What follows belongs to an exercise in optimizing a design on an open flow for small area, a short achievable clock period and few clock cycles per item; a production flow would make more cautious choices. Only simulation tests tie the RTL to the original design; equivalence was not proved.

## design/flow/flow/run.sh

```bash
#!/bin/bash
# The standard layout, with the port buffers made of plain buffers (buf_4) instead of the
# default delay-buffer cell, and the resizer free to pick any cell footprint.
set -euo pipefail
bash standard.sh BUFFER_PORTS_ARGS="-buffer_cell sky130_fd_sc_hd__buf_4" MATCH_CELL_FOOTPRINT=0 finish > make_finish.log 2>&1
```

## design/flow/standard.sh

```bash
#!/bin/bash
# synth_recipe.tcl (not shown) runs the flow's synth.tcl, then flattens the netlist and writes it again
# the make line also repeats each setting of config.mk as NAME=value (left out here)
make -C /OpenROAD-flow-scripts/flow DESIGN_CONFIG=/design/flow/config.mk WORK_HOME=/design/flow/orfs CLKGATE_MAP_FILE= SYNTH_SCRIPT=/design/flow/synth_recipe.tcl "${@:-finish}"
```

## design/flow/config.mk

```make
export PLATFORM = sky130hd
export DESIGN_NAME = tv_div
export DESIGN_NICKNAME = tv_div
export VERILOG_FILES = /design/flow/design.v
export SDC_FILE = /design/flow/constraint.sdc
export NUM_CORES = 4
export LEC_CHECK = 0
export ABC_AREA = 1
export CAP_MARGIN = 20
export CORE_MARGIN = 2
export CORE_UTILIZATION = 40
export SETUP_SLACK_MARGIN = 3.0
export SLEW_MARGIN = 20
```

## design/flow/constraint.sdc

```tcl
create_clock -name core_clock -period 7.5 [get_ports {clk}]
set_input_delay 1.5000 -clock core_clock [delete_from_list [all_inputs] [get_ports {clk}]]
set_output_delay 1.5000 -clock core_clock [all_outputs]
set_load 0.01 [all_outputs]
```

## design/flow/design.v

```verilog
localparam XLEN = 32;
localparam XLEN_BYTES = XLEN / 8;
localparam RESET_VECTOR = 32'h00000000;
localparam INSTR_LEN = 32;
localparam INSTR_LEN_BYTES = INSTR_LEN / 8;
localparam DATA_LEN = XLEN;
localparam DATA_LEN_BYTES = DATA_LEN / 8;
localparam INSTR_MEM_WIDTH = XLEN;
localparam INSTR_MEM_DEPTH = 1024;
localparam INSTR_MEM_ADDR_WIDTH = $clog2(INSTR_MEM_DEPTH * INSTR_MEM_WIDTH / 8);
localparam INSTR_MEM_TAG_WIDTH = XLEN;
localparam DATA_MEM_WIDTH = XLEN;
localparam DATA_MEM_DEPTH = 1024;
localparam DATA_MEM_ADDR_WIDTH = $clog2(DATA_MEM_DEPTH * DATA_MEM_WIDTH / 8);
localparam REG_FILE_DEPTH = 32;
localparam REG_FILE_ADDR_WIDTH = $clog2(REG_FILE_DEPTH);
typedef struct packed {
  logic [31:0]             instr;
  logic [XLEN-1:0]         instr_tag;
  logic [4:0]              rs1_addr;
  logic [4:0]              rs2_addr;
  logic [XLEN-1:0]         imm;
  logic                    imm_valid;
  logic [4:0]              rd_addr;
  logic [$clog2(XLEN)-1:0] shamt;
  logic                    predicted_taken;
  logic alu;
  logic rs1;
  logic rs2;
  logic imm12;
  logic rd;
  logic shimm5;
  logic imm20;
  logic pc;
  logic load;
  logic store;
  logic lsu;
  logic add;
  logic sub;
  logic land;
  logic lor;
  logic lxor;
  logic sll;
  logic sra;
  logic srl;
  logic slt;
  logic unsign;
  logic condbr;
  logic beq;
  logic bne;
  logic bge;
  logic blt;
  logic jal;
  logic by;
  logic half;
  logic word;
  logic mul;
  logic rs1_sign;
  logic rs2_sign;
  logic low;
  logic div;
  logic rem;
  logic mac;
  logic macrst;
  logic nop;
  logic legal;
} idu0_out_t;
typedef struct packed {
  logic alu;
  logic rs1;
  logic rs2;
  logic imm12;
  logic rd;
  logic shimm5;
  logic imm20;
  logic pc;
  logic load;
  logic store;
  logic lsu;
  logic add;
  logic sub;
  logic land;
  logic lor;
  logic lxor;
  logic sll;
  logic sra;
  logic srl;
  logic slt;
  logic unsign;
  logic condbr;
  logic beq;
  logic bne;
  logic bge;
  logic blt;
  logic jal;
  logic by;
  logic half;
  logic word;
  logic mul;
  logic rs1_sign;
  logic rs2_sign;
  logic low;
  logic div;
  logic rem;
  logic mac;
  logic macrst;
  logic nop;
  logic legal;
} decode_out_t;
typedef struct packed {
  logic [31:0]             instr;
  logic [XLEN-1:0]         instr_tag;
  logic [XLEN-1:0]         rs1_data;
  logic [XLEN-1:0]         rs2_data;
  logic [4:0]              rs1_addr;
  logic [4:0]              rs2_addr;
  logic [XLEN-1:0]         imm;
  logic                    imm_valid;
  logic [4:0]              rd_addr;
  logic [$clog2(XLEN)-1:0] shamt;
  logic                    predicted_taken;
  logic alu;
  logic rs1;
  logic rs2;
  logic imm12;
  logic rd;
  logic shimm5;
  logic imm20;
  logic pc;
  logic load;
  logic store;
  logic lsu;
  logic add;
  logic sub;
  logic land;
  logic lor;
  logic lxor;
  logic sll;
  logic sra;
  logic srl;
  logic slt;
  logic unsign;
  logic condbr;
  logic beq;
  logic bne;
  logic bge;
  logic blt;
  logic jal;
  logic by;
  logic half;
  logic word;
  logic mul;
  logic rs1_sign;
  logic rs2_sign;
  logic low;
  logic div;
  logic rem;
  logic mac;
  logic macrst;
  logic nop;
  logic legal;
} idu1_out_t;
typedef struct packed {
  logic [31:0] instr;
  logic [XLEN-1:0] instr_tag;
  logic [4:0] rs1_addr;
  logic [4:0] rs2_addr;
  logic [4:0] rd_addr;
  logic mul;
  logic mac;
  logic macrst;
  logic alu;
  logic div;
  logic lsu;
} last_issued_instr_t;
typedef enum logic [2:0] {
  LSU_IDLE,
  LSU_LOAD_1,
  LSU_LOAD_2,
  LSU_DONE
} lsu_state_t;
module dff #(
    parameter int WIDTH = 1
) (
    input logic [WIDTH-1:0] din,
    input logic             clk,
    output logic [WIDTH-1:0] dout
);
  always_ff @(posedge clk) begin
    dout[WIDTH-1:0] <= din[WIDTH-1:0];
  end
endmodule
module dff_rst #(
    parameter int WIDTH = 1,
    parameter logic [WIDTH-1:0] RESET_VAL = 0
) (
    input logic [WIDTH-1:0] din,
    input logic             clk,
    input logic             rst_n,
    output logic [WIDTH-1:0] dout
);
  always_ff @(posedge clk) begin
    if (!rst_n) dout[WIDTH-1:0] <= RESET_VAL[WIDTH-1:0];
    else dout[WIDTH-1:0] <= din[WIDTH-1:0];
  end
endmodule
module dff_rst_flush #(
    parameter int WIDTH = 1,
    parameter logic [WIDTH-1:0] RESET_VAL = 0
) (
    input logic [WIDTH-1:0] din,
    input logic             clk,
    input logic             rst_n,
    input logic             flush,
    output logic [WIDTH-1:0] dout
);
  logic [WIDTH-1:0] din_i;
  logic [WIDTH-1:0] dout_i;
  assign din_i[WIDTH-1:0] = (flush) ? RESET_VAL[WIDTH-1:0] : din[WIDTH-1:0];
  assign dout[WIDTH-1:0]  = (flush) ? RESET_VAL[WIDTH-1:0] : dout_i[WIDTH-1:0];
  dff_rst_en #(WIDTH, RESET_VAL) dff_rst_inst (
      .din(din_i[WIDTH-1:0]),
      .clk(clk),
      .rst_n(rst_n),
      .en(~flush),
      .dout(dout_i[WIDTH-1:0])
  );
endmodule
module dff_rst_vector #(
    parameter int WIDTH = 1,
    parameter logic [WIDTH-1:0] RESET_VAL = 0
) (
    input  logic [WIDTH-1:0] din,
    input  logic             clk,
    input  logic             rst_n,
    input  logic [WIDTH-1:0] reset_val,
    output logic [WIDTH-1:0] dout
);
  always_ff @(posedge clk) begin
    if (!rst_n) dout[WIDTH-1:0] <= reset_val[WIDTH-1:0];
    else dout[WIDTH-1:0] <= din[WIDTH-1:0];
  end
endmodule
module dff_rst_en #(
    parameter int WIDTH = 1,
    parameter logic [WIDTH-1:0] RESET_VAL = 0
) (
    input logic [WIDTH-1:0] din,
    input logic             clk,
    input logic             rst_n,
    input logic             en,
    output logic [WIDTH-1:0] dout
);
  dff_rst #(WIDTH, RESET_VAL) dff_rst_inst (
      .din((en) ? din[WIDTH-1:0] : dout[WIDTH-1:0]),
      .*
  );
endmodule
module dff_rst_en_flush #(
    parameter int WIDTH = 1,
    parameter logic [WIDTH-1:0] RESET_VAL = 0
) (
    input logic [WIDTH-1:0] din,
    input logic             clk,
    input logic             rst_n,
    input logic             en,
    input logic             flush,
    output logic [WIDTH-1:0] dout
);
  logic [WIDTH-1:0] din_i;
  logic [WIDTH-1:0] dout_i;
  assign din_i[WIDTH-1:0] = (flush) ? RESET_VAL[WIDTH-1:0] : din[WIDTH-1:0];
  assign dout[WIDTH-1:0]  = (flush) ? RESET_VAL[WIDTH-1:0] : dout_i[WIDTH-1:0];
  dff_rst_en #(WIDTH, RESET_VAL) dff_rst_en_inst (
      .din  (din_i[WIDTH-1:0]),
      .clk  (clk),
      .rst_n(rst_n),
      .en   (en),
      .dout (dout_i[WIDTH-1:0])
  );
endmodule
module dff_rst_en_vector #(
    parameter int WIDTH = 1,
    parameter logic [WIDTH-1:0] RESET_VAL = 0
) (
    input logic [WIDTH-1:0] din,
    input logic             clk,
    input logic             rst_n,
    input logic [WIDTH-1:0] reset_val,
    input logic             en,
    output logic [WIDTH-1:0] dout
);
  dff_rst_vector #(WIDTH, RESET_VAL) dff_rst_inst (
      .din((en) ? din[WIDTH-1:0] : dout[WIDTH-1:0]),
      .*
  );
endmodule
module pc #(
    parameter int PC_WIDTH = 32,
    parameter logic [PC_WIDTH-1:0] INC_AMOUNT = 4
) (
    input logic                  clk,
    input logic                  rst_n,
    input logic [PC_WIDTH-1:0]   reset_vector,
    input logic                  load,
    input logic                  inc,
    input logic                  stall,
    input logic                  predict_take_branch,
    input logic [PC_WIDTH-1:0]   predict_target_pc_in,
    input  logic [PC_WIDTH-1:0] pc_in,
    output logic [PC_WIDTH-1:0] pc_out,
    output logic                pc_out_valid
);
    logic [PC_WIDTH-1:0] pc_d, pc_q;
    logic update_pc;
    dff_rst_en_vector #(PC_WIDTH) pc_dff (
        .clk      (clk),
        .rst_n    (rst_n),
        .reset_val(reset_vector[PC_WIDTH-1:0]),
        .en       (update_pc),
        .din      (pc_d[PC_WIDTH-1:0]),
        .dout     (pc_q[PC_WIDTH-1:0])
    );
    logic [PC_WIDTH-1:0] last_pc;
    always_ff @(posedge clk) begin
        if (!rst_n) begin
            last_pc <= 'b0;
        end else if (!stall) begin
            last_pc <= pc_q;
        end
    end
  always_comb begin
        pc_out_valid = 1'b1;  
        if (load) begin
            update_pc = 1'b1;
            pc_d = pc_in;
        end else if (stall) begin
            update_pc = 1'b0;
            pc_d = 'b0;  
        end else if (predict_take_branch) begin
            update_pc = 1'b1;
            pc_d = predict_target_pc_in + 4;
        end else if (inc) begin
            update_pc = 1'b1;
            pc_d = pc_q + INC_AMOUNT;
        end else begin
            update_pc = 1'b0;
            pc_d = 'b0;  
            pc_out_valid = 1'b0;
        end
    end
    assign pc_out[PC_WIDTH-1:0] = (stall) ? last_pc[PC_WIDTH-1:0] : pc_q[PC_WIDTH-1:0];
endmodule
module twoscomp #(
    parameter WIDTH = 32
) (
    input logic [WIDTH-1:0] din,
    output logic [WIDTH-1:0] dout
);
  logic [WIDTH-1:1] dout_temp;   
  genvar i;
  for (i = 1; i < WIDTH; i++) begin : flip_after_first_one
    assign dout_temp[i] = (|din[i-1:0]) ? ~din[i] : din[i];
  end : flip_after_first_one
  assign dout[WIDTH-1:0] = {dout_temp[WIDTH-1:1], din[0]};
endmodule   
module tv_div (
    input  logic        clk,
    input  logic        rst_n,
    input  logic        start,          
    input  logic        op_unsigned,    
    input  logic        op_rem,         
    input  logic [31:0] dividend,
    input  logic [31:0] divisor,
    output logic        busy,
    output logic        result_valid,
    output logic [31:0] result
);
  localparam logic [1:0] S_IDLE = 2'd0, S_ALIGN = 2'd1, S_ITER = 2'd2, S_DONE = 2'd3;
  logic [1:0]  state;
  logic [31:0] r, q;
  logic [34:0] n;        
  logic        c;
  logic [4:0]  cnt;
  logic        rem, neg;
  function automatic logic [5:0] lzc32(input logic [31:0] x);
    logic [15:0] v1; logic [15:0] c1;
    logic [7:0]  v2; logic [1:0] c2 [8];
    logic [3:0]  v3; logic [2:0] c3 [4];
    logic [1:0]  v4; logic [3:0] c4 [2];
    logic [4:0]  c5;
    for (int i = 0; i < 16; i++) begin
      v1[i] = x[2*i+1] | x[2*i];
      c1[i] = ~x[2*i+1];
    end
    for (int i = 0; i < 8; i++) begin
      v2[i] = v1[2*i+1] | v1[2*i];
      c2[i] = v1[2*i+1] ? {1'b0, c1[2*i+1]} : {1'b1, c1[2*i]};
    end
    for (int i = 0; i < 4; i++) begin
      v3[i] = v2[2*i+1] | v2[2*i];
      c3[i] = v2[2*i+1] ? {1'b0, c2[2*i+1]} : {1'b1, c2[2*i]};
    end
    for (int i = 0; i < 2; i++) begin
      v4[i] = v3[2*i+1] | v3[2*i];
      c4[i] = v3[2*i+1] ? {1'b0, c3[2*i+1]} : {1'b1, c3[2*i]};
    end
    c5 = v4[1] ? {1'b0, c4[1]} : {1'b1, c4[0]};
    lzc32 = (v4[1] | v4[0]) ? {1'b0, c5} : 6'd32;
  endfunction
  function automatic logic [31:0] cneg32(input logic [31:0] x, input logic s);
    logic [31:0] o [6];   
    o[0] = x;
    for (int k = 0; k < 5; k++)
      for (int i = 0; i < 32; i++)
        o[k+1][i] = ((i >> k) & 1) ? (o[k][i] | o[k][((i >> k) << k) - 1]) : o[k][i];
    cneg32 = x ^ ({32{s}} & {o[5][30:0], 1'b0});
  endfunction
  wire align = (state == S_ALIGN);
  wire iter  = (state == S_ITER);
  wire signed_op = ~op_unsigned;
  wire [31:0] dm  = ~n[31:0];
  wire [5:0]  lz_r = lzc32(r);
  wire [5:0]  lz_d = lzc32(dm);
  wire [5:0]  sh   = lz_d - lz_r;                  
  wire        dz   = c & ~|dm;                     
  wire        same = (lz_r == lz_d);
  wire [4:0]  sh_odd = (sh[5] ? 5'd31 : sh[4:0]) | 5'd1;    
  wire [65:0] n_fill = {n, {31{c}}} << sh_odd;     
  wire [34:0] n_al   = n_fill[65:31];
  wire [34:0] x0 = {3'b000, r} + n + {34'd0, c};
  wire        g0 = ~x0[34] & (iter | (align & same));
  wire [31:0] r1 = g0 ? x0[31:0] : r;
  wire [34:0] x1 = {3'b000, r1} + {n[34], n[34:1]} + {34'd0, c};
  wire        g1 = ~x1[34] & iter;
  wire [31:0] r2 = g1 ? x1[31:0] : r1;
  wire lt = x0[34];                   
  assign busy         = iter | (align & ~lt);
  assign result_valid = (state == S_DONE) | (align & lt);
  wire cap = start & ~busy;
  wire [31:0] abs_a = cneg32(dividend, signed_op & dividend[31]);
  wire        sb    = signed_op & divisor[31];
  always_ff @(posedge clk) begin
    if (!rst_n) state <= S_IDLE;
    else begin
      case (state)
        S_ALIGN: state <= lt ? (cap ? S_ALIGN : S_IDLE) : ((dz | same) ? S_DONE : S_ITER);
        S_ITER:  state <= (cnt == 5'd0) ? S_DONE : S_ITER;
        default: state <= cap ? S_ALIGN : S_IDLE;
      endcase
    end
  end
  always_ff @(posedge clk) begin
    cnt <= align ? {1'b0, sh_odd[4:1]} : cnt - 5'd1;
    if (cap) begin
      r   <= abs_a;
      n   <= {3'b111, divisor ^ {32{~sb}}};
      c   <= ~sb;
      rem <= op_rem;
      neg <= signed_op & (op_rem ? dividend[31] : (dividend[31] ^ divisor[31]));
    end else begin
      r <= r2;
      n <= align ? n_al : {{2{n[34]}}, n[34:2]};
      if (align & dz & ~rem) neg <= 1'b0;
    end
    if (cap) q <= 32'd0;
    else     q <= {q[29:0], align ? 2'b00 : {g0, g1}} | {31'd0, align & g0} | {32{align & dz}};
  end
  wire [31:0] x = rem ? r : q;
  assign result = cneg32(x, neg);
endmodule
```

==> impl_metrics.ini, run 1 <==
[global_route]
overflow = 0
antenna_found_initial = 0
grt_pass1_wl_um = 84200
grt_start_max_net_pins = 62
grt.total_usage_pct = 33.3
first_global_vias = 14200

[sta]
fin_crit_ns = 4.61
hold_viol_final = 0
drv_slew = 0
fin_crit_sh_pct = 61.5
setup_viol = 0
worst_slew_pin_slew_ns = 0.855
maxSlewHeadroom_pct = 42.8
holdWs_ns = 0.469
skew_ns = 0.0169
rsz0062_at_grt = yes
fmax_ghz = 0.217
tns_ns = 0

[yosys]
syn_nets = 2287
syn_inst = 2142
synth-seq-cells = 109
synth_area_sq_um = 12800
synth-async-reset-ratio_pct = 0
synth-main-ff-cell = dfxtp_1
yosysWarningCount = 9
syn-mean-instance-area_sq_um = 5.99
ys_seq_area_share_pct = 17.3
synth_cell_types = 55
synth-edff-count = 3

[detailed_routing]
via_count = 16000
viasPerCell = 5.78
drc = 0
drt_iter0_markers = 2187
ant_nets = 0
firstDrtPassIters = 8
wl_um = 59600
wl_per_cell_um = 21.6

[clock_tree]
clkLatencyLatePin_ns = 0.38
cts.htree.levels = 3
cts_tree = built
cts-hold-fix-buffers = 0
clock-sinks = 109
clockRootBuffer = clkbuf_16
clkSlewWorstSetupHoldPaths_ns = 0.09
cts_buffers = 9
ctsLongestPathBuffers = 2

[floorplanning]
io_pins = 103
core_sq_um = 31600
initial_utilization_pct = 40.6
fp-row-count = 65
dieHeight_um = 183
die_w_um = 183
die_area_sq_um = 33500

[finish]
layout-drive-gt1-share_pct = 28.3
area_growth_syn_to_layout_pct = 35.6
layout_common_cells = 502 x nand2_1, 285 x nand3_1, 237 x buf_4
fin_nets = 2499
final_common_cell = nand2_1

[hold_path]
min_path_type = reg2reg

[setup_path]
crit_slowest_cell = dfxtp_4
arrival_ns = 4.85
critPathRequiredTime_ns = 7.74
startpoint_type = flop
max_stage_delay_ns = 0.42
cp-end-kind = flop
crit_path_max_fanout = 8
crit_type = reg2reg

[place]
place_hpwl_um = 40200
gp_congestion = 1.07
io_buffers = 102

[status]
status = timing/DRC/antenna clean

[flow_run]
max_cap_viol_count = 0
-- through the flow --
stage / instances / cell area, sq um / worst slack (ns) / util, %
3_3_place_gp: 2585 / 13800 / 1.49 / 43.7
4_1_cts: 2701 / 16100 / 2.99 / 50.9
6_report: 2762 / 17400 / 2.89 / 55.1
2_1_floorplan: 2142 / 12800 / 3.00 / -
3_5_place_dp: 2585 / 13800 / 1.50 / 43.7
5_1_grt: 2761 / 17400 / 2.70 / 55.1
-- kinds of logic (layout without fill, tap and decap cells) --
group,Yosys count,after routing,share of synthesized area (%)
flip-flops,109,109,17.3
buffers and inverters,311,521,10.4
AO/OA/AOI/OAI,359,359,15.6
adder cells (fa/ha/maj),76,76,7.71
AND/OR/NAND/NOR,1133,1140,38.5
XOR/XNOR,144,144,9.84
multiplexers,10,10,0.781
other,0,1,0
-- state kept, by name, summed over array words and instances (netlist names) --
signal	cells
state	2
q	32
c	1
n	35
rem	1
neg	1
cnt	5
r	32
-- final cells by class --
type,instances,area [sq um]
Timing Repair inverter,3,41.3
Antenna cell,1,2.50
Clock inverter,7,77.6
Tap cell,402,503
Clock buffer,9,225
Fill cell,3139,14200
Inverter,232,906
Multi-Input combinational cell,1729,10800
Timing Repair Buffer,270,2420
Sequential cell,109,2390
-- worst paths after layout --
kind,end,cells past startpoint,slack [ns],from
max,r[10],28,2.89,n[20]
min,cnt[4],2,0.47,cnt[4]
max reg2reg,r[10],28,2.89,n[20]
min reg2reg,cnt[4],2,0.47,cnt[4]
-- worst max-delay path: cells and delay by family, from the launching register on --
kind | cells | cell delay, ns
compound gates | 7 | 0.92
fa+ha+maj | 2 | 0.56
buf+inv | 4 | 0.64
flops | 1 | 0.42
simple gates | 15 | 1.93
-- repair_timing --
action                                  in CTS  in global routing
pin swaps                                   51                 93
resized for setup                          279                228
endpoints found under the setup margin      89                 78
gates cloned                                11                  7
setup buffers                               89                 53
-- synth_stat cells, types with 9 or more instances --
library cell / number / area [sq um]
nand4_1: 17 / 106
mux2i_1: 10 / 100
buf_2: 29 / 145
clkbuf_1: 19 / 71.3
o21ai_1: 17 / 85.1
buf_4: 13 / 97.6
buf_6: 10 / 113
xor2_1: 97 / 850
nor3_1: 24 / 120
dfxtp_1: 106 / 2120
o21bai_1: 9 / 67.6
ha_1: 71 / 888
xnor2_1: 47 / 412
nand2_1: 577 / 2170
nand2_2: 14 / 87.6
nand3_1: 299 / 1500
o211ai_1: 11 / 82.6
inv_1: 223 / 837
nor2_2: 15 / 93.8
a21oi_1: 122 / 611
o22ai_1: 14 / 87.6
o21ai_0: 143 / 716
nor2_1: 165 / 619
-- per-layer routing --
layer,vias up,GRT usage (%),part of all wire [%]
met4,2,15.6,5.2
met2,885,47.8,41
met5,-,1.19,0.087
li1,7493,-,-
met3,164,8.14,11
met1,7413,46.5,43
Testbench counts, summed over its fixed seeds: cycles 10,379, divides 2,400.
==> run 2, diff against run 1 <==
==> design/flow/flow/run.sh (replaced) <==
#!/bin/bash
# The standard layout, with the port buffers made of plain buffers (buf_2) instead of the
# default delay-buffer cell, and the resizer free to pick any cell footprint.
set -euo pipefail
bash standard.sh BUFFER_PORTS_ARGS="-buffer_cell sky130_fd_sc_hd__buf_2" MATCH_CELL_FOOTPRINT=0 finish > make_finish.log 2>&1
==> run 2 against run 1 <==
Net effect: still clean; non-clock buffer count is 10 lower; setup slack worse by 0.034 ns; final area down 0.75%; sequential cell count is the same; clock-buffer cell count unchanged; largest cell class unchanged.
==> impl_metrics.ini, run 2 <==
[clock_tree]
clkSlewWorstSetupHoldPaths_ns = 0.09
cts_buffers = 9
cts-hold-fix-buffers = 0
clockRootBuffer = clkbuf_16
ctsLongestPathBuffers = 2
cts.htree.levels = 3
clock-sinks = 109
cts_tree = built
clkLatencyLatePin_ns = 0.38

[place]
dp_cells = 2584
gp_congestion = 1.01
io_buffers = 102
place_hpwl_um = 40500

[yosys]
synth-main-ff-cell = dfxtp_1
synth-simple-area-share_pct = 38.5
synth_fa_ha_area_share_pct = 7.71
ys_seq_area_share_pct = 17.3
synth_cell_types = 55
synth_area_sq_um = 12800
synth_xor_area_share_pct = 9.84
synth_top_family_by_area = simple AND/OR/NAND/NOR gates
ys_top_cells_by_count = 577 x nand2_1, 299 x nand3_1, 223 x inv_1
syn-mean-instance-area_sq_um = 5.99
syn_nets = 2287
yosysWarningCount = 9
synth.top_cell.area_share_pct = 16.9
synth_top_cell_by_area = nand2_1
synth-edff-count = 3
synth.area.top_cells = nand2_1 17%, dfxtp_1 17%, nand3_1 12%, ha_1 6.9%, xor2_1 6.6%
synth-seq-cells = 109
synth-async-reset-ratio_pct = 0
synth_most_common_cell = nand2_1
synth-compound-area-share_pct = 15.6
syn_inst = 2142
synth.area.mux_share_pct = 0.781

[setup_path]
cp-end-kind = flop
crit_type = reg2reg
r2r-start = r[17]
arrival_ns = 4.90
worstRegToRegCells = 27
reg2reg_slack_ns = 2.85
crit_path_end = r[9]
crit_path_max_fanout = 13
startpoint_type = flop
reg2reg_to = r[9]
max_stage_delay_ns = 0.42
crit_path_start = r[17]
critPathRequiredTime_ns = 7.75
crit_slowest_cell = dfxtp_4

[finish]
fin_nets = 2486
final_common_cell = nand2_1
layout-drive-gt1-share_pct = 30.0
multi_input_area_sq_um = 11100
area_growth_syn_to_layout_pct = 34.6
register_area_sq_um = 2370
reg_top3 = n (35), q (32), r (32)
layout_common_cells = 492 x nand2_1, 272 x nand3_1, 203 x inv_1
stdcell_count = 2749
nFillCells = 3127
top_register = n
largest_reg_flops = 35

[detailed_routing]
wl_um = 60100
wl_per_cell_um = 21.9
viasPerCell = 5.81
ant_nets = 0
wl_met2_um = 24500
drt_iter0_markers = 1961
drt-met1-wl_um = 25300
via_count = 16000
wl_met3_um = 6790
drc = 0
firstDrtPassIters = 8
routed.top_layer = met5

[sta]
setup_viol = 0
skew_ns = 0.0215
tns_ns = 0
fin_crit_ns = 4.65
fin_crit_sh_pct = 62.0
worst_slew_pin_slew_ns = 0.905
fmax_ghz = 0.215
rsz0062_at_grt = yes
hold_viol_final = 0
drv_slew = 0
maxSlewHeadroom_pct = 39.5

[hold_path]
min_path_type = reg2reg

[global_route]
overflow = 0
antenna_found_initial = 2
grt_start_max_net_pins = 63
first_global_vias = 14300
grt.total_usage_pct = 34.0
grt_pass1_wl_um = 86000

[floorplanning]
fp-row-count = 65
initial_utilization_pct = 40.6
io_pins = 103
dieHeight_um = 183
die_area_sq_um = 33500
die_w_um = 183
core_sq_um = 31600

[flow_run]
max_cap_viol_count = 0

[status]
status = timing/DRC/antenna clean
==> run 2: changes by cell type in the layout (fill, tap and decap cells not counted), moves of 7 or more <==
cell / delta
buf_4: -118
nor2_4: +7
a21oi_1: -9
nand2_1: -10
nand3_2: +7
a21oi_2: +7
buf_6: +9
nand2_2: +12
buf_2: +102
nand3_1: -13
==> run 2: routing by layer <==
| metal | GRT usage, % | vias to the layer above |
|---|---|---|
| li1 | - | 7488 |
| met1 | 47.7 | 7423 |
| met2 | 50.2 | 881 |
| met3 | 6.75 | 168 |
| met4 | 15.0 | 4 |
| met5 | 0 | - |
==> run 2: final cells by class <==
type / instances / area share [%]
Antenna cell: 1 / 0.0145
Sequential cell: 109 / 13.8
Clock inverter: 7 / 0.450
Clock buffer: 9 / 1.31
Inverter: 232 / 5.23
Tap cell: 402 / 2.91
Timing Repair inverter: 2 / 0.131
Multi-Input combinational cell: 1727 / 64.1
Timing Repair Buffer: 260 / 12.1
==> run 2: cells by family after synthesis <==
| kind of cell | after synthesis |
|---|---|
| AND/OR/NAND/NOR | 1133 |
| AO/OA/AOI/OAI | 359 |
| buffers and inverters | 311 |
| adder cells (fa/ha/maj) | 76 |
| XOR/XNOR | 144 |
| flip-flops | 109 |
| multiplexers | 10 |
==> run 2: how the worst min path moves through the flow <==
stage / to / cells after the start / slack (ns) / from
6_report: cnt[4] / 2 / 0.47 / cnt[4]
5_1_grt: cnt[4] / 2 / 0.49 / cnt[4]
4_1_cts: cnt[4] / 2 / 0.47 / cnt[4]
3_5_place_dp: cnt[4] / 2 / 0.46 / cnt[4]
3_3_place_gp: cnt[4] / 2 / 0.45 / cnt[4]
2_1_floorplan: cnt[0] / 1 / 0.43 / cnt[0]
==> run 2: metrics by stage <==
step | util, % | area (sq um) | worst slack [ns] | hold slack, ns
after floorplan | - | 12800 | 3.00 | 0.435
after global placement | 42.8 | 13500 | 1.43 | 0.445
after detailed placement | 42.8 | 13500 | 1.37 | 0.456
after CTS | 49.3 | 15600 | 2.98 | 0.469
after global routing | 54.7 | 17300 | 2.66 | 0.485
final | 54.7 | 17300 | 2.85 | 0.467
==> run 2: worst max-delay path, delay by kind of cell, from the launching register on <==
family	cells	cell delay (ns)
AO/OA/AOI/OAI	12	1.74
adder cells (fa/ha/maj)	2	0.53
buffers and inverters	6	0.84
flip-flops	1	0.42
AND/OR/NAND/NOR	7	0.96
==> run 2: what timing repair did <==
| item | 4_1_cts | 5_1_grt |
|---|---|---|
| endpoints found under the setup margin | 95 | 90 |
| gates cloned | 9 | 5 |
| pin swaps | 43 | 118 |
| setup buffers | 75 | 59 |
| gates resized for setup | 258 | 306 |
==> run 3, diff against run 2 <==
--- a/design/flow/config.mk
+++ b/design/flow/config.mk
@@ -10,4 +10,4 @@
 export CORE_MARGIN = 2
 export CORE_UTILIZATION = 40
-export SETUP_SLACK_MARGIN = 3.0
+export SETUP_SLACK_MARGIN = 2.5
 export SLEW_MARGIN = 20
==> run 3 against run 2 <==
Net effect: global-route usage shrank 2.2 points; routed wire length shrank 8.8%; cell count fell by 2.9%; first-iteration DRC count decreased by 15%; hold slack better by 0.0034 ns; utilization down 6.8 points; via count shrank 5.4%; largest cell class unchanged.
==> impl_metrics.ini, run 3 <==
[setup_path]
crit_slowest_cell = o21ai_0
arrival_ns = 5.12
crit_type = reg2reg
critPathRequiredTime_ns = 7.74
cp_common_cell = nand2_2
crit_path_max_fanout = 14
max_stage_delay_ns = 0.35
cp-end-kind = flop
startpoint_type = flop

[finish]
top_register = n
layout_common_cells = 561 x nand2_1, 294 x nand3_1, 216 x inv_1
fin_nets = 2407
largest_reg_flops = 35
reg_top3 = n (35), q (32), r (32)
layout-drive-gt1-share_pct = 17.3
area_growth_syn_to_layout_pct = 17.9
diodes = 0
final_common_cell = nand2_1
post-route-util_pct = 47.9

[global_route]
antenna_found_initial = 1
grt.total_usage_pct = 31.8
overflow = 0
grt_pass1_wl_um = 80500
first_global_vias = 13400
grt_start_max_net_pins = 60

[yosys]
synth.area.top_cells = nand2_1 17%, dfxtp_1 17%, nand3_1 12%, ha_1 6.9%, xor2_1 6.6%
yosysWarningCount = 9
synth.area.mux_share_pct = 0.781
synth_fa_ha_area_share_pct = 7.71
syn_inst = 2142
synth-compound-area-share_pct = 15.6
synth.top_cell.area_share_pct = 16.9
syn-mean-instance-area_sq_um = 5.99
synth_area_sq_um = 12800
synth-async-reset-ratio_pct = 0
ys_seq_area_share_pct = 17.3
ys_top_cells_by_count = 577 x nand2_1, 299 x nand3_1, 223 x inv_1
syn_nets = 2287
synth_top_family_by_area = simple AND/OR/NAND/NOR gates
synth_xor_area_share_pct = 9.84
synth_most_common_cell = nand2_1
synth-edff-count = 3
synth_top_cell_by_area = nand2_1
synth_cell_types = 55
synth-main-ff-cell = dfxtp_1
synth-simple-area-share_pct = 38.5
synth-seq-cells = 109

[floorplanning]
die_w_um = 183
dieHeight_um = 183
core_sq_um = 31600
die_area_sq_um = 33500
fp-row-count = 65
io_pins = 103
initial_utilization_pct = 40.6

[detailed_routing]
via_count = 15100
ant_nets = 0
drt_iter0_markers = 1672
viasPerCell = 5.66
drc = 0
firstDrtPassIters = 9
wl_per_cell_um = 20.5
wl_um = 54800

[sta]
hold_viol_final = 0
fin_crit_sh_pct = 65.1
maxSlewHeadroom_pct = 40.8
tns_ns = 0
skew_ns = 0.0158
worst_slew_pin_slew_ns = 0.886
fin_crit_ns = 4.88
holdWs_ns = 0.470
rsz0062_at_grt = yes
drv_slew = 0
fmax_ghz = 0.205
setup_viol = 0

[clock_tree]
clkSlewWorstSetupHoldPaths_ns = 0.09
clock-sinks = 109
cts_buffers = 9
cts.htree.levels = 3
clockRootBuffer = clkbuf_16
ctsLongestPathBuffers = 2
clkLatencyLatePin_ns = 0.38
cts_tree = built

[hold_path]
min_path_type = reg2reg

[status]
status = timing/DRC/antenna clean

[flow_run]
max_cap_viol_count = 0

[place]
place_hpwl_um = 40700
gp_congestion = 1.01
io_buffers = 102
run 3: cell counts after synthesis:
Identical to the previous run, type by type.
run 3: kinds of logic after synthesis:
group,after synthesis
fa+ha+maj,76
buf+inv,311
mux,10
compound gates,359
simple gates,1133
xor+xnor,144
flops,109
run 3: cell type report:
type / instances / area, sq um
Clock buffer: 9 / 225
Timing Repair inverter: 1 / 11.3
Inverter: 232 / 896
Multi-Input combinational cell: 1725 / 9790
Clock inverter: 7 / 65.1
Timing Repair Buffer: 184 / 1300
Sequential cell: 109 / 2320
Tap cell: 402 / 503
Fill cell: 3381 / 16400
run 3: worst max-delay path, delay by kind of cell (launching register included):
kind	cells	cell delay, ns
buffers and inverters	5	0.65
adders and majority gates	2	0.56
AOI/OAI and AO/OA	8	1.40
DFF	1	0.34
and+or+nand+nor	12	1.77
run 3: repair_timing:
action	4_1_cts	5_1_grt
cloned	4	3
hold buffers	0	0
setup buffers	18	41
pin swaps	5	32
setup endpoints to repair	33	70
gates resized for setup	75	145
hold endpoints to repair	0	0
run 3: path summary, 6_finish.rpt:
kind | from | end | slack, ns | cells past startpoint
max | n[8] | r[17] | 2.62 | 27
min | cnt[4] | cnt[4] | 0.47 | 2
max reg2reg | n[8] | r[17] | 2.62 | 27
min reg2reg | cnt[4] | cnt[4] | 0.47 | 2
run 3: per-stage QoR:
step	cells	cell area, sq um	setup slack (ns)
5_1_grt	2669	15100	2.42
3_5_place_dp	2587	13500	1.01
6_report	2669	15100	2.62
2_1_floorplan	2142	12800	2.77
3_3_place_gp	2587	13500	1.09
4_1_cts	2625	14200	2.51
run 3: layer usage:
layer	up-vias	track usage, %	part of all wire [%]
met5	-	0	0.024
met4	2	8.00	2.7
met3	89	6.12	9.5
met2	716	47.9	42
met1	6983	46.3	46
li1	7312	-	-
==> run 4, diff against run 3 <==
--- a/design/flow/config.mk
+++ b/design/flow/config.mk
@@ -10,4 +10,6 @@
 export CORE_MARGIN = 2
 export CORE_UTILIZATION = 40
+export GPL_ROUTABILITY_DRIVEN = 0
+export GPL_TIMING_DRIVEN = 0
 export SETUP_SLACK_MARGIN = 2.5
 export SLEW_MARGIN = 20
==> run 4 against run 3 <==
Net effect: still clean on timing, DRC and antenna; clock skew is 0.0011 ns higher; final area is 0.15% lower; utilization is 0.071 points lower; maximum frequency is 2.1% lower; hold slack worse by 0.0053 ns; critical endpoint is now r[26]; largest cell class unchanged.
==> impl_metrics.ini, run 4 <==
[yosys]
synth-seq-cells = 109
yosysWarningCount = 9
synth-async-reset-ratio_pct = 0
synth_cell_types = 55
synth-main-ff-cell = dfxtp_1
synth_top_cell_by_area = nand2_1
synth-edff-count = 3
synth_most_common_cell = nand2_1
ys_top_cells_by_count = 577 x nand2_1, 299 x nand3_1, 223 x inv_1
syn_inst = 2142
synth.area.top_cells = nand2_1 17%, dfxtp_1 17%, nand3_1 12%, ha_1 6.9%, xor2_1 6.6%
ys_seq_area_share_pct = 17.3
syn-mean-instance-area_sq_um = 5.99
synth_area_sq_um = 12800
syn_nets = 2287
synth.top_cell.area_share_pct = 16.9

[detailed_routing]
drt_iter0_markers = 1981
wl_per_cell_um = 19.5
via_count = 15300
viasPerCell = 5.63
wl_um = 53200
drc = 0
firstDrtPassIters = 8
ant_nets = 0

[finish]
layout_common_cells = 569 x nand2_1, 298 x nand3_1, 218 x inv_1
reg_top3 = n (35), q (32), r (32)
largest_reg_flops = 35
final_common_cell = nand2_1
fin_nets = 2462
stdcell_count = 2724
nFillCells = 3380
register_area_sq_um = 2370
layout-drive-gt1-share_pct = 18.1
multi_input_area_sq_um = 9560
area_growth_syn_to_layout_pct = 17.7
top_register = n

[sta]
fmax_ghz = 0.201
tns_ns = 0
worst_slew_pin_slew_ns = 0.860
setup_viol = 0
maxSlewHeadroom_pct = 42.6
fin_crit_ns = 4.99
drv_slew = 0
skew_ns = 0.0168
hold_viol_final = 0
rsz0062_at_grt = yes
fin_crit_sh_pct = 66.5

[clock_tree]
clkSlewWorstSetupHoldPaths_ns = 0.08
cts_tree = built
clkLatencyLatePin_ns = 0.37
cts.htree.levels = 3
clockRootBuffer = clkbuf_16
cts-hold-fix-buffers = 0
ctsLongestPathBuffers = 2
cts_buffers = 9
clock-sinks = 109

[setup_path]
cp-end-kind = flop
startpoint_type = flop
crit_slowest_cell = dfxtp_4
arrival_ns = 5.22
cp_common_cell = nand2_1
crit_type = reg2reg
crit_path_max_fanout = 10
max_stage_delay_ns = 0.42
critPathRequiredTime_ns = 7.74

[status]
status = timing/DRC/antenna clean

[floorplanning]
fp-row-count = 65
dieHeight_um = 183
core_sq_um = 31600
die_w_um = 183
die_area_sq_um = 33500
io_pins = 103
initial_utilization_pct = 40.6

[place]
place_hpwl_um = 41400
io_buffers = 102
dp_cells = 2646

[global_route]
antenna_found_initial = 1
overflow = 0
first_global_vias = 13800
grt_pass1_wl_um = 78200
grt_start_max_net_pins = 20
grt.total_usage_pct = 30.9

[flow_run]
max_cap_viol_count = 0

[hold_path]
min_path_type = reg2reg
==> run 4: cell counts after synthesis <==
Identical to the previous run, type by type.
==> run 4: routing by layer <==
| layer | vias to the layer above | wire, um | GRT usage, % |
|---|---|---|---|
| met2 | 863 | 20800 | 44.2 |
| met4 | 0 | 3460 | 17.1 |
| met1 | 6877 | 22900 | 42.6 |
| met5 | - | 0 | 0 |
| li1 | 7402 | - | - |
| met3 | 192 | 6050 | 7.05 |
==> run 4: area by class of cell <==
class                           instances  share of cell area, %
Multi-Input combinational cell       1722                   63.3
Inverter                              232                   5.85
Timing Repair Buffer                  164                   6.55
Antenna cell                            1                 0.0166
Tap cell                              402                   3.33
Sequential cell                       109                   15.7
Buffer                                 79                   3.33
Clock inverter                          6                  0.373
Clock buffer                            9                   1.49
==> run 4: worst paths after layout <==
path / from / endpoint / slack, ns / depth (start not counted)
worst max-delay path: n[24] / r[26] / 2.51 / 30
worst min-delay path: cnt[4] / cnt[4] / 0.46 / 2
worst max register to register: n[24] / r[26] / 2.51 / 30
worst min register to register: cnt[4] / cnt[4] / 0.46 / 2
==> run 4: worst max-delay path, delay by kind of cell, from the launching register on <==
kind                     cells  cell delay [ns]
adder cells (fa/ha/maj)      2             0.70
flip-flops                   1             0.42
AND/OR/NAND/NOR             19             2.52
buffers and inverters        5             0.67
AO/OA/AOI/OAI                4             0.50
==> run 4: logic make-up after synthesis <==
family / Yosys count / share of synthesized area (%)
adders and majority gates: 76 / 7.71
muxes: 10 / 0.781
and+or+nand+nor: 1133 / 38.5
DFF: 109 / 17.3
AOI/OAI and AO/OA: 359 / 15.6
buffers and inverters: 311 / 10.4
xor gates and xnor gates: 144 / 9.84
==> run 4: stage by stage <==
stage / utilization (%) / area (sq um) / setup WS [ns] / hold WS (ns)
2_1_floorplan: - / 12800 / 2.77 / 0.435
3_3_place_gp: 43.8 / 13800 / 1.30 / 0.445
3_5_place_dp: 43.8 / 13800 / 1.22 / 0.452
4_1_cts: 45.6 / 14400 / 2.48 / 0.465
5_1_grt: 47.8 / 15100 / 2.37 / 0.492
6_report: 47.8 / 15100 / 2.51 / 0.465
==> run 4: what timing repair did <==
action,in CTS,in global routing
pin swaps,4,22
resized for setup,91,133
buffers inserted,18,44
endpoints found under the setup margin,33,33
==> run 5, diff against run 4 <==
--- a/design/flow/config.mk
+++ b/design/flow/config.mk
@@ -11,5 +11,4 @@
 export CORE_UTILIZATION = 40
 export GPL_ROUTABILITY_DRIVEN = 0
-export GPL_TIMING_DRIVEN = 0
 export SETUP_SLACK_MARGIN = 2.5
 export SLEW_MARGIN = 20
==> run 5 against run 4 <==
Net effect: critical path depth down 1; clock skew is 0.0053 ns lower; sequential share of layout area hardly changed; die area unchanged; sequential cell count unchanged; utilization is 0.81 points lower; cell count down 2.5%; largest cell class unchanged.
==> impl_metrics.ini, run 5 <==
[yosys]
synth_area_sq_um = 12800
synth.top_cell.area_share_pct = 16.9
syn_nets = 2287
yosysWarningCount = 9
synth_most_common_cell = nand2_1
synth_top_cell_by_area = nand2_1
syn_inst = 2142
synth-async-reset-ratio_pct = 0
ys_seq_area_share_pct = 17.3
synth-seq-cells = 109
synth_cell_types = 55
syn-mean-instance-area_sq_um = 5.99
synth.area.top_cells = nand2_1 17%, dfxtp_1 17%, nand3_1 12%, ha_1 6.9%, xor2_1 6.6%
synth-main-ff-cell = dfxtp_1
synth-edff-count = 3
ys_top_cells_by_count = 577 x nand2_1, 299 x nand3_1, 223 x inv_1

[sta]
fin_crit_sh_pct = 65.3
fmax_ghz = 0.204
setup_viol = 0
tns_ns = 0
skew_ns = 0.0115
rsz0062_at_grt = no
maxSlewHeadroom_pct = 28.9
hold_viol_final = 0
fin_crit_ns = 4.90
worst_slew_pin_slew_ns = 1.07
drv_slew = 0

[clock_tree]
cts_tree = built
ctsLongestPathBuffers = 2
clkLatencyLatePin_ns = 0.37
cts-hold-fix-buffers = 0
cts_buffers = 9
clockRootBuffer = clkbuf_16
clkSlewWorstSetupHoldPaths_ns = 0.09
clock-sinks = 109
cts.htree.levels = 3

[finish]
top_register = n
fin_nets = 2393
final_common_cell = nand2_1
layout_common_cells = 565 x nand2_1, 299 x nand3_1, 219 x inv_1
reg_top3 = n (35), q (32), r (32)
multi_input_area_sq_um = 9650
register_area_sq_um = 2330
layout-drive-gt1-share_pct = 16.3
diodes = 0
largest_reg_flops = 35
area_growth_syn_to_layout_pct = 15.7
nFillCells = 3375

[detailed_routing]
wl_per_cell_um = 19.2
drt_iter0_markers = 1823
wl_um = 50900
via_count = 15100
drc = 0
viasPerCell = 5.67
firstDrtPassIters = 8
ant_nets = 0

[setup_path]
cp-end-kind = flop
crit_slowest_cell = dfxtp_4
reg2reg_slack_ns = 2.60
worstRegToRegCells = 29
crit_path_max_fanout = 10
r2r-start = n[26]
reg2reg_to = r[8]
startpoint_type = flop
arrival_ns = 5.11
crit_type = reg2reg
max_stage_delay_ns = 0.44
critPathRequiredTime_ns = 7.71

[floorplanning]
core_sq_um = 31600
initial_utilization_pct = 40.6
io_pins = 103
die_w_um = 183
dieHeight_um = 183
die_area_sq_um = 33500
fp-row-count = 65

[place]
io_buffers = 102
place_hpwl_um = 37400

[hold_path]
min_path_type = reg2reg
hold_path_end = q[25]
whs_path_depth = 2
hold_start = q[23]

[flow_run]
max_cap_viol_count = 0

[global_route]
grt.total_usage_pct = 29.4
grt_start_max_net_pins = 84
antenna_found_initial = 0
first_global_vias = 13600
overflow = 0
grt_pass1_wl_um = 76300

[status]
status = timing/DRC/antenna clean
==> run 5: changes by cell type in the layout (fill, tap and decap cells not counted), sizes merged <==
cell	previous run	this run
buf	225	167
clkbuf	27	12
nand2	595	598
clkinv	3	4
clkinvlp	2	3
diode	1	0
==> run 5: area by class of cell <==
cell class | instances | area share [%]
repair buffers | 170 | 7.84
multi-input cells | 1725 | 65.1
well taps | 402 | 3.39
inverters | 232 | 6.02
clock buffers | 9 | 1.52
flip-flops and latches | 109 | 15.7
repair inverters | 1 | 0.0759
clock inverters | 7 | 0.388
==> run 5: per-layer routing <==
layer,up-vias,wire (um),global-route usage [%]
met3,135,5070,3.87
met4,0,2380,13.0
met5,-,0,0
met2,811,21100,43.4
li1,7282,-,-
met1,6831,22400,42.5
==> run 5: how the worst max path moves through the flow <==
stage,from,end,depth (start not counted)
floorplan,n[26],r[28],29
global placement,n[15],r[17],28
detailed placement,n[15],r[17],28
CTS,n[12],r[12],30
global route,n[9],r[8],29
finish,n[26],r[8],29
==> run 5: kinds of logic after synthesis <==
group	count (synthesis)	share of synthesized area, %
xor gates and xnor gates	144	9.84
adders and majority gates	76	7.71
and+or+nand+nor	1133	38.5
DFF	109	17.3
buffers and inverters	311	10.4
AOI/OAI and AO/OA	359	15.6
muxes	10	0.781
==> run 5: repair_timing <==
item,CTS,global route
cloned,3,4
resized for setup,64,129
buffers inserted,14,34
pin swaps,5,21
setup endpoints to repair,39,66
endpoints found under the hold margin,0,0
==> run 5: through the flow <==
step,hold WS [ns],setup slack (ns),instance area [sq um],utilization [%],std cells
detailed placement,0.459,1.24,13500,42.8,2583
global placement,0.446,1.34,13500,42.8,2583
floorplan,0.435,2.77,12800,-,2142
global route,0.495,2.42,14800,47.0,2655
CTS,0.478,2.44,14100,44.6,2616
finish,0.478,2.60,14800,47.0,2655
==> run 5: critical path: cells and delay by family (launching register included) <==
kind	cells	cell delay [ns]
DFF	1	0.44
and+or+nand+nor	17	2.16
adders and majority gates	2	0.72
buffers and inverters	5	0.68
AOI/OAI and AO/OA	5	0.71
==> run 6, diff against run 5 <==
--- a/design/flow/config.mk
+++ b/design/flow/config.mk
@@ -11,4 +11,4 @@
 export CORE_UTILIZATION = 40
 export GPL_ROUTABILITY_DRIVEN = 0
-export SETUP_SLACK_MARGIN = 2.5
+export SETUP_SLACK_MARGIN = 2.8
 export SLEW_MARGIN = 20
==> run 6 against run 5 <==
Net effect: final area increased by 9.6%; cell count rose by 2.1%; sequential cell count unchanged; synthesized area did not move; critical path type unchanged; critical endpoint is now r[31]; still clean on timing, DRC and antenna; non-clock buffer count up 48.
==> impl_metrics.ini, run 6 <==
[hold_path]
whs_path_depth = 1
min_path_type = reg2reg

[global_route]
grt.total_usage_pct = 30.3
antenna_found_initial = 1
first_global_vias = 13700
overflow = 0
grt_pass1_wl_um = 78300
grt_start_max_net_pins = 64

[yosys]
ys_top_cells_by_count = 577 x nand2_1, 299 x nand3_1, 223 x inv_1
synth_cell_types = 55
yosysWarningCount = 9
synth-seq-cells = 109
synth.top_cell.area_share_pct = 16.9
synth_top_cell_by_area = nand2_1
syn-mean-instance-area_sq_um = 5.99
ys_seq_area_share_pct = 17.3
synth-main-ff-cell = dfxtp_1
synth-async-reset-ratio_pct = 0
synth-edff-count = 3
synth.area.top_cells = nand2_1 17%, dfxtp_1 17%, nand3_1 12%, ha_1 6.9%, xor2_1 6.6%
syn_nets = 2287
syn_inst = 2142
synth_most_common_cell = nand2_1
synth_area_sq_um = 12800

[status]
status = timing/DRC/antenna clean

[detailed_routing]
firstDrtPassIters = 7
drc = 0
via_count = 15700
wl_um = 55000
drt_iter0_markers = 2219
viasPerCell = 5.81
wl_per_cell_um = 20.3
ant_nets = 0

[sta]
fin_crit_ns = 4.77
rsz0062_at_grt = yes
skew_ns = 0.0155
hold_viol_final = 0
tns_ns = 0
fin_crit_sh_pct = 63.6
fin_ws_ns = 2.73
maxSlewHeadroom_pct = 31.0
drv_slew = 0
fmax_ghz = 0.210
setup_viol = 0
worst_slew_pin_slew_ns = 1.04

[finish]
largest_reg_flops = 35
layout-drive-gt1-share_pct = 23.9
register_area_sq_um = 2390
layout_common_cells = 533 x nand2_1, 293 x nand3_1, 209 x inv_1
post-route-util_pct = 51.5
final_common_cell = nand2_1
fin_nets = 2449
top_register = n
reg_top3 = n (35), q (32), r (32)
area_growth_syn_to_layout_pct = 26.8
final_area_sq_um = 16300
nFillCells = 3168
multi_input_area_sq_um = 10500
diodes = 0

[setup_path]
critPathRequiredTime_ns = 7.73
crit_type = reg2reg
arrival_ns = 5.00
crit_path_max_fanout = 7
cp-end-kind = flop
startpoint_type = flop
worstRegToRegCells = 27

[place]
postPlaceCellArea_sq_um = 13500
pre_cts_ws_ns = 1.34
io_buffers = 102
place_hpwl_um = 37500

[flow_run]
max_cap_viol_count = 0

[floorplanning]
die_w_um = 183
initial_utilization_pct = 40.6
io_pins = 103
dieHeight_um = 183
fp-row-count = 65
die_area_sq_um = 33500
core_sq_um = 31600

[clock_tree]
clockRootBuffer = clkbuf_16
ctsLongestPathBuffers = 2
cts.htree.levels = 3
clkLatencyLatePin_ns = 0.37
clock-sinks = 109
cts_buffers = 9
clkSlewWorstSetupHoldPaths_ns = 0.08
cts_tree = built
[run 6: cell types whose count changed in the layout (fill, tap and decap cells not counted), moves of 14 or more]
cell	delta
a21oi_1	-16
buf_4	+37
dfxtp_2	-14
dfxtp_4	+21
ha_1	-30
ha_4	+28
nand2_1	-32
nand2_2	+29
[run 6: critical path, stage by stage (launching register included)]
cell	delay, ns
dfxtp_4	0.39
buf_4	0.18
ha_1	0.33
a21oi_1	0.19
o21ai_0	0.15
nand2_1	0.09
o21ai_0	0.08
a21oi_1	0.23
nand4_1	0.28
nand2_4	0.19
buf_12	0.20
nand2_4	0.11
o21ai_1	0.23
inv_1	0.11
ha_4	0.32
nand2_2	0.08
nor2_2	0.17
nand2_2	0.09
nor3_4	0.18
nand3_1	0.11
nand4_1	0.16
nand2_4	0.10
buf_4	0.17
buf_12	0.12
o21ai_1	0.13
inv_1	0.05
nand2_1	0.06
nand2_1	0.09
[run 6: cell type report]
cell class / instances / area share (%)
Inverter: 232 / 5.50
Sequential cell: 109 / 14.7
Timing Repair Buffer: 218 / 9.97
Timing Repair inverter: 5 / 0.377
Multi-Input combinational cell: 1729 / 64.5
Clock inverter: 5 / 0.400
Tap cell: 402 / 3.09
Clock buffer: 11 / 1.49
[run 6: final timing paths]
| path | end | slack [ns] | start |
|---|---|---|---|
| setup / recovery | r[31] | 2.73 | n[29] |
| hold reg to reg | cnt[0] | 0.47 | cnt[0] |
| hold / removal | cnt[0] | 0.47 | cnt[0] |
| setup reg to reg | r[31] | 2.73 | n[29] |
[run 6: metal layers]
metal / up-vias / track usage, % / part of all wire (%)
met5: - / 0 / 0.024
met4: 2 / 13.7 / 5.8
met3: 205 / 4.88 / 12
met2: 990 / 44.3 / 41
met1: 7153 / 43.4 / 41
li1: 7397 / - / -
[run 6: kinds of logic after synthesis]
group	share of synthesized area [%]
multiplexers	0.781
AO/OA/AOI/OAI	15.6
flip-flops	17.3
adder cells (fa/ha/maj)	7.71
XOR/XNOR	9.84
AND/OR/NAND/NOR	38.5
buffers and inverters	10.4
[run 6: per-stage QoR]
stage / cells / hold slack (ns)
final: 2711 / 0.467
after detailed placement: 2582 / 0.453
after global placement: 2582 / 0.446
after global routing: 2711 / 0.488
after floorplan: 2142 / 0.435
after CTS: 2638 / 0.475
[run 6: what timing repair did]
| action | 4_1_cts | 5_1_grt |
|---|---|---|
| resized for setup | 149 | 257 |
| hold endpoints to repair | 0 | 0 |
| hold buffers | 0 | 0 |
| endpoints found under the setup margin | 69 | 75 |
| pin swaps | 19 | 58 |
| buffers inserted | 33 | 64 |
| gates cloned | 7 | 9 |
==> run 7, diff against run 6 <==
==> design/flow/flow/run.sh (replaced) <==
#!/bin/bash
# The standard layout, with the port buffers made of plain buffers (buf_1) instead of the
# default delay-buffer cell, and the resizer free to pick any cell footprint.
set -euo pipefail
bash standard.sh BUFFER_PORTS_ARGS="-buffer_cell sky130_fd_sc_hd__buf_1" MATCH_CELL_FOOTPRINT=0 finish > make_finish.log 2>&1
--- a/design/flow/config.mk
+++ b/design/flow/config.mk
@@ -9,6 +9,6 @@
 export CAP_MARGIN = 20
 export CORE_MARGIN = 2
-export CORE_UTILIZATION = 40
+export CORE_UTILIZATION = 50
 export GPL_ROUTABILITY_DRIVEN = 0
-export SETUP_SLACK_MARGIN = 2.8
+export SETUP_SLACK_MARGIN = 2.5
 export SLEW_MARGIN = 20
==> run 7 against run 6 <==
Net effect: still clean; register-to-register slack worse by 0.16 ns; clock skew up 0.0024 ns; first-iteration DRC count down 15%; maximum frequency down 3.3%; highest routed layer is now met4; non-clock buffer count down 66; hold slack about the same.
==> impl_metrics.ini, run 7 <==
[status]
status = timing/DRC/antenna clean

[floorplanning]
fp-row-count = 58
dieHeight_um = 164
die_w_um = 164
die_area_sq_um = 26900
io_pins = 103
core_sq_um = 25200
initial_utilization_pct = 50.9

[yosys]
synth_area_sq_um = 12800
synth.area.mux_share_pct = 0.781
syn_nets = 2287
yosysWarningCount = 9
synth.area.top_cells = nand2_1 17%, dfxtp_1 17%, nand3_1 12%, ha_1 6.9%, xor2_1 6.6%
ys_seq_area_share_pct = 17.3
synth-seq-cells = 109
synth_top_cell_by_area = nand2_1
synth_top_family_by_area = simple AND/OR/NAND/NOR gates
synth-compound-area-share_pct = 15.6
synth-edff-count = 3
synth-main-ff-cell = dfxtp_1
syn-mean-instance-area_sq_um = 5.99
syn_inst = 2142
synth_fa_ha_area_share_pct = 7.71
synth.top_cell.area_share_pct = 16.9
synth_cell_types = 55
synth-async-reset-ratio_pct = 0
synth_xor_area_share_pct = 9.84
ys_top_cells_by_count = 577 x nand2_1, 299 x nand3_1, 223 x inv_1
synth_most_common_cell = nand2_1
synth-simple-area-share_pct = 38.5

[global_route]
grt_util_met2_pct = 51.7
grt_start_max_net_pins = 78
antenna_found_initial = 0
grt_use_met1_pct = 52.5
grt.total_usage_pct = 36.7
grt_pass1_wl_um = 75400
overflow = 0
grtUsageMet3_pct = 9.55
gr-max-usage-layer = met1
first_global_vias = 13200

[clock_tree]
cts_buffers = 9
clkLatencyLatePin_ns = 0.38
clkSlewWorstSetupHoldPaths_ns = 0.09
cts.htree.levels = 3
ctsLongestPathBuffers = 2
clock-sinks = 109
cts-hold-fix-buffers = 0
clockRootBuffer = clkbuf_16
cts_tree = built

[setup_path]
cp_common_cell = nand2_1
crit_slowest_cell = dfxtp_4
cp-end-kind = flop
reg2reg_slack_ns = 2.57
startpoint_type = flop
crit_type = reg2reg
arrival_ns = 5.19
crit_path_max_fanout = 23
max_stage_delay_ns = 0.45
critPathRequiredTime_ns = 7.76

[finish]
final_area_sq_um = 14400
top_register = n
layout_common_cells = 573 x nand2_1, 299 x nand3_1, 220 x inv_1
area_growth_syn_to_layout_pct = 12.3
post-route-util_pct = 57.2
fin_nets = 2375
final_common_cell = nand2_1
layout-drive-gt1-share_pct = 10.1
reg_top3 = n (35), q (32), r (32)
nFillCells = 2637
diodes = 0
largest_reg_flops = 35

[sta]
rsz0062_at_grt = yes
fin_ws_ns = 2.57
holdWs_ns = 0.468
fin_crit_sh_pct = 65.7
hold_viol_final = 0
setup_viol = 0
fin_crit_ns = 4.93
tns_ns = 0
fmax_ghz = 0.203
drv_slew = 0
worst_slew_pin_slew_ns = 0.895
maxSlewHeadroom_pct = 40.4
skew_ns = 0.0179

[detailed_routing]
viasPerCell = 5.80
via_count = 14900
drc = 0
drt_iter0_markers = 1878
wl_per_cell_um = 19.8
firstDrtPassIters = 6
ant_nets = 0
wl_um = 50700

[flow_run]
max_cap_viol_count = 0

[place]
io_buffers = 102
pre_cts_ws_ns = 1.12
place_hpwl_um = 37600
postPlaceCellArea_sq_um = 13300

[hold_path]
min_path_type = reg2reg
## run 7: cell counts after synthesis
No cell type changed its count.
## run 7: metrics by stage
step / instances
final: 2565
after global routing: 2565
after CTS: 2539
after detailed placement: 2512
after global placement: 2512
after floorplan: 2142
## run 7: timing repair
| action | in CTS | in global routing |
|---|---|---|
| endpoints found under the setup margin | 38 | 35 |
| setup buffers | 9 | 20 |
| pin swaps | 5 | 15 |
| gates resized for setup | 64 | 99 |
| gates cloned | 2 | 6 |
## run 7: cells by family after synthesis
| kind of cell | after synthesis |
|---|---|
| compound gates | 359 |
| xor+xnor | 144 |
| fa+ha+maj | 76 |
| buf+inv | 311 |
| flops | 109 |
| mux | 10 |
| simple gates | 1133 |
## run 7: cell type report
type | instances | area, sq um | share of cell area, %
timing repair buffer | 152 | 902 | 6.27
clock buffer | 9 | 225 | 1.56
inverter | 232 | 900 | 6.25
tap | 330 | 413 | 2.87
timing repair inverter | 1 | 11.3 | 0.0782
clock inverter | 7 | 78.8 | 0.547
sequential | 109 | 2320 | 16.1
multi-input combinational | 1725 | 9550 | 66.3
## run 7: worst paths after layout
| kind | startpoint | end | depth (start not counted) |
|---|---|---|---|
| hold / removal | cnt[4] | cnt[4] | 2 |
| setup / recovery | n[14] | r[29] | 29 |
| hold reg to reg | cnt[4] | cnt[4] | 2 |
| setup reg to reg | n[14] | r[29] | 29 |
## run 7: metal layers
| layer | vias to the layer above | share of wire [%] | wire length, um |
|---|---|---|---|
| li1 | 7259 | - | - |
| met1 | 6722 | 44 | 22300 |
| met2 | 782 | 40 | 20400 |
| met3 | 123 | 12 | 5850 |
| met4 | 0 | 4.2 | 2120 |
| met5 | - | 0 | 0 |
## run 7: critical path, delay by kind of cell (launching register included)
kind	cells	cell delay [ns]
adder cells (fa/ha/maj)	2	0.71
flip-flops	1	0.45
buffers and inverters	4	0.57
AO/OA/AOI/OAI	8	1.11
AND/OR/NAND/NOR	15	1.93
==> run 8, diff against run 7 <==
--- a/design/flow/config.mk
+++ b/design/flow/config.mk
@@ -6,8 +6,7 @@
 export NUM_CORES = 4
 export LEC_CHECK = 0
-export ABC_AREA = 1
 export CAP_MARGIN = 20
 export CORE_MARGIN = 2
-export CORE_UTILIZATION = 50
+export CORE_UTILIZATION = 40
 export GPL_ROUTABILITY_DRIVEN = 0
 export SETUP_SLACK_MARGIN = 2.5
==> run 8 against run 7 <==
Net effect: global-route usage decreased by 7.4 points; clock-buffer cell count increased by 3; synthesized area is 3.6% lower; synthesized cell count is 22% lower; register-to-register slack got worse by 1.0 ns; routed wire length is 1.9% higher; sequential share of layout area fell by 1.6 points; non-clock buffer count rose by 109; final area grew 9.4%; highest routed layer unchanged.
==> impl_metrics.ini, run 8 <==
[global_route]
grtUsageMet3_pct = 5.67
grt_start_max_net_pins = 58
grt_pass1_wl_um = 75900
first_global_vias = 13300
antenna_found_initial = 0
grt_util_met2_pct = 44.6
grt.total_usage_pct = 29.3

[yosys]
synth_most_common_cell = nand2_1
synth_cell_types = 96
synth_top_family_by_area = compound AO/OA/AOI/OAI gates
yosysWarningCount = 9
synth-seq-cells = 109
synth-compound-area-share_pct = 31.3
ys_seq_area_share_pct = 17.9
synth-async-reset-ratio_pct = 0
ys_top_cells_by_count = 187 x nand2_1, 182 x nor2_1, 119 x o21ai_0
synth_area_sq_um = 12400
syn_nets = 1821
syn-mean-instance-area_sq_um = 7.38
synth_xor_area_share_pct = 10.1
syn_inst = 1676
synth-edff-count = 3
synth_top_cell_by_area = dfxtp_1
synth.top_cell.area_share_pct = 17.2
synth.area.mux_share_pct = 6.04
synth_fa_ha_area_share_pct = 7.99

[flow_run]
max_cap_viol_count = 0

[finish]
largest_reg_flops = 35
final_common_cell = nand2_1
layout-drive-gt1-share_pct = 22.7
reg_top3 = n (35), q (32), r (32)
area_growth_syn_to_layout_pct = 27.4
top_register = n
layout_common_cells = 178 x nand2_1, 171 x nor2_1, 135 x buf_4
fin_nets = 2013
diodes = 0

[floorplanning]
dieHeight_um = 180
die_area_sq_um = 32300
core_sq_um = 30500
io_pins = 103
initial_utilization_pct = 40.5

[clock_tree]
cts_tree = built
clockRootBuffer = clkbuf_16
cts_buffers = 9
clkSlewWorstSetupHoldPaths_ns = 0.09
clkLatencyLatePin_ns = 0.38
cts.htree.levels = 3
clock-sinks = 109

[sta]
drv_slew = 0
fmax_ghz = 0.168
worst_slew_pin_slew_ns = 1.15
skew_ns = 0.0165
tns_ns = 0
maxSlewHeadroom_pct = 23.2
fin_crit_sh_pct = 79.2

[detailed_routing]
drt_iter0_markers = 1918
ant_nets = 0
viasPerCell = 6.48
drc = 0
firstDrtPassIters = 9

[setup_path]
critPathRequiredTime_ns = 7.77
crit_type = reg2reg
arrival_ns = 6.22
crit_path_max_fanout = 5
startpoint_type = flop

[place]
place_hpwl_um = 36600
io_buffers = 102

[status]
status = timing/DRC/antenna clean
[run 8: cell types whose count changed in the layout (fill, tap and decap cells not counted), sizes merged, moves of 19 or more]
cell   delta
xor2     -20
nand3   -267
xnor2    +19
o21ai    -28
mux2i    +32
inv     -179
nand2   -408
a21o     +30
mux2     +27
buf     +106
a31oi    +23
[run 8: layer usage]
layer  routed length [um]  part of all wire (%)
met1                21400                    41
met2                21900                    42
met3                 5950                    12
met4                 2420                   4.7
met5                    0                     0
[run 8: timing repair]
| action | 4_1_cts | 5_1_grt |
|---|---|---|
| pin swaps | 33 | 57 |
| gates resized for setup | 112 | 140 |
| setup endpoints to repair | 80 | 79 |
| hold buffers | 0 | 0 |
| cloned | 5 | 3 |
| setup buffers | 46 | 56 |
| hold endpoints to repair | 0 | 0 |
[run 8: area by class of cell]
class | instances | area (sq um)
well taps | 396 | 495
repair buffers | 261 | 1770
inverters | 51 | 191
flip-flops and latches | 109 | 2290
clock inverters | 4 | 32.5
fillers | 2906 | 14800
clock buffers | 12 | 278
multi-input cells | 1436 | 10700
[run 8: kinds of logic (layout without fill, tap and decap cells)]
group / after synthesis / in the layout
fa+ha+maj: 76 / 76
compound gates: 557 / 559
buf+inv: 136 / 328
flops: 109 / 109
simple gates: 585 / 588
xor+xnor: 143 / 143
mux: 70 / 70
[run 8: final timing paths]
check,from,end,slack (ns),cells past startpoint
min reg2reg,cnt[0],cnt[0],0.46,1
max,n[9],r[11],1.56,25
min,cnt[0],cnt[0],0.46,1
max reg2reg,n[9],r[11],1.56,25
[run 8: critical path, cell delays in order, from the launching register on]
cell,delay [ns]
dfxtp_4,0.44
nand4_1,0.10
buf_4,0.17
or4_4,0.59
nor2_4,0.12
nor2_1,0.05
a31oi_1,0.21
a21oi_2,0.09
ha_1,0.35
nand2_2,0.08
o41ai_4,0.34
nand4_4,0.25
buf_8,0.21
buf_4,0.15
buf_4,0.15
o21ai_2,0.21
ha_4,0.24
nor2b_1,0.16
or4_4,0.53
and2_4,0.18
o21ai_4,0.21
o41ai_4,0.11
o21ai_4,0.30
clkbuf_16,0.22
nand2_8,0.08
o221a_2,0.31
[run 8: per-stage QoR]
step,cell area [sq um],worst slack [ns],utilization [%],instances
2_1_floorplan,12500,1.92,-,1676
3_3_place_gp,13400,0.721,44.1,2143
3_5_place_dp,13400,0.569,44.1,2143
4_1_cts,14700,1.68,48.3,2210
5_1_grt,15800,1.48,51.6,2269
6_report,15800,1.56,51.6,2269

static timing again, ports no longer ideal:
How much do the figures lean on ideal ports? The routed layouts below were timed once more, with nothing changed but the port constraints.
Step 1 sets driving cells, clkbuf_16 on the clock port and buf_2 on the other inputs (assumed; they add their load-dependent delay and slew).
Step 2 adds t to the input delays and takes it off the output delays; t is the mean of the earliest and latest rising clock arrival at the registers after step 1. Input paths then give back, and output paths get back, about the clock's delay inside the block.
Three values: ideal ports, drivers, drivers and shift; two values: the first two.
| run | t (ns) | slack for setup (ns) | worst data-port slew with drivers (ns) |
|---|---|---|---|
| run 1 | 0.427 | 2.888 / 2.888 / 2.888 | 0.08 |
| run 2 | 0.429 | 2.853 / 2.853 / 2.853 | 0.06 |
| run 3 | 0.424 | 2.617 / 2.617 / 2.617 | 0.07 |
| run 4 | 0.409 | 2.515 / 2.515 / 2.515 | 0.04 |
| run 5 | 0.419 | 2.602 / 2.602 / 2.602 | 0.07 |
| run 6 | 0.421 | 2.733 / 2.733 / 2.733 | 0.07 |
| run 7 | 0.430 | 2.572 / 2.572 / 2.572 | 0.07 |
| run 8 | 0.416 | 1.557 / 1.557 / 1.557 | 0.05 |
After both steps every run listed still meets setup and hold.
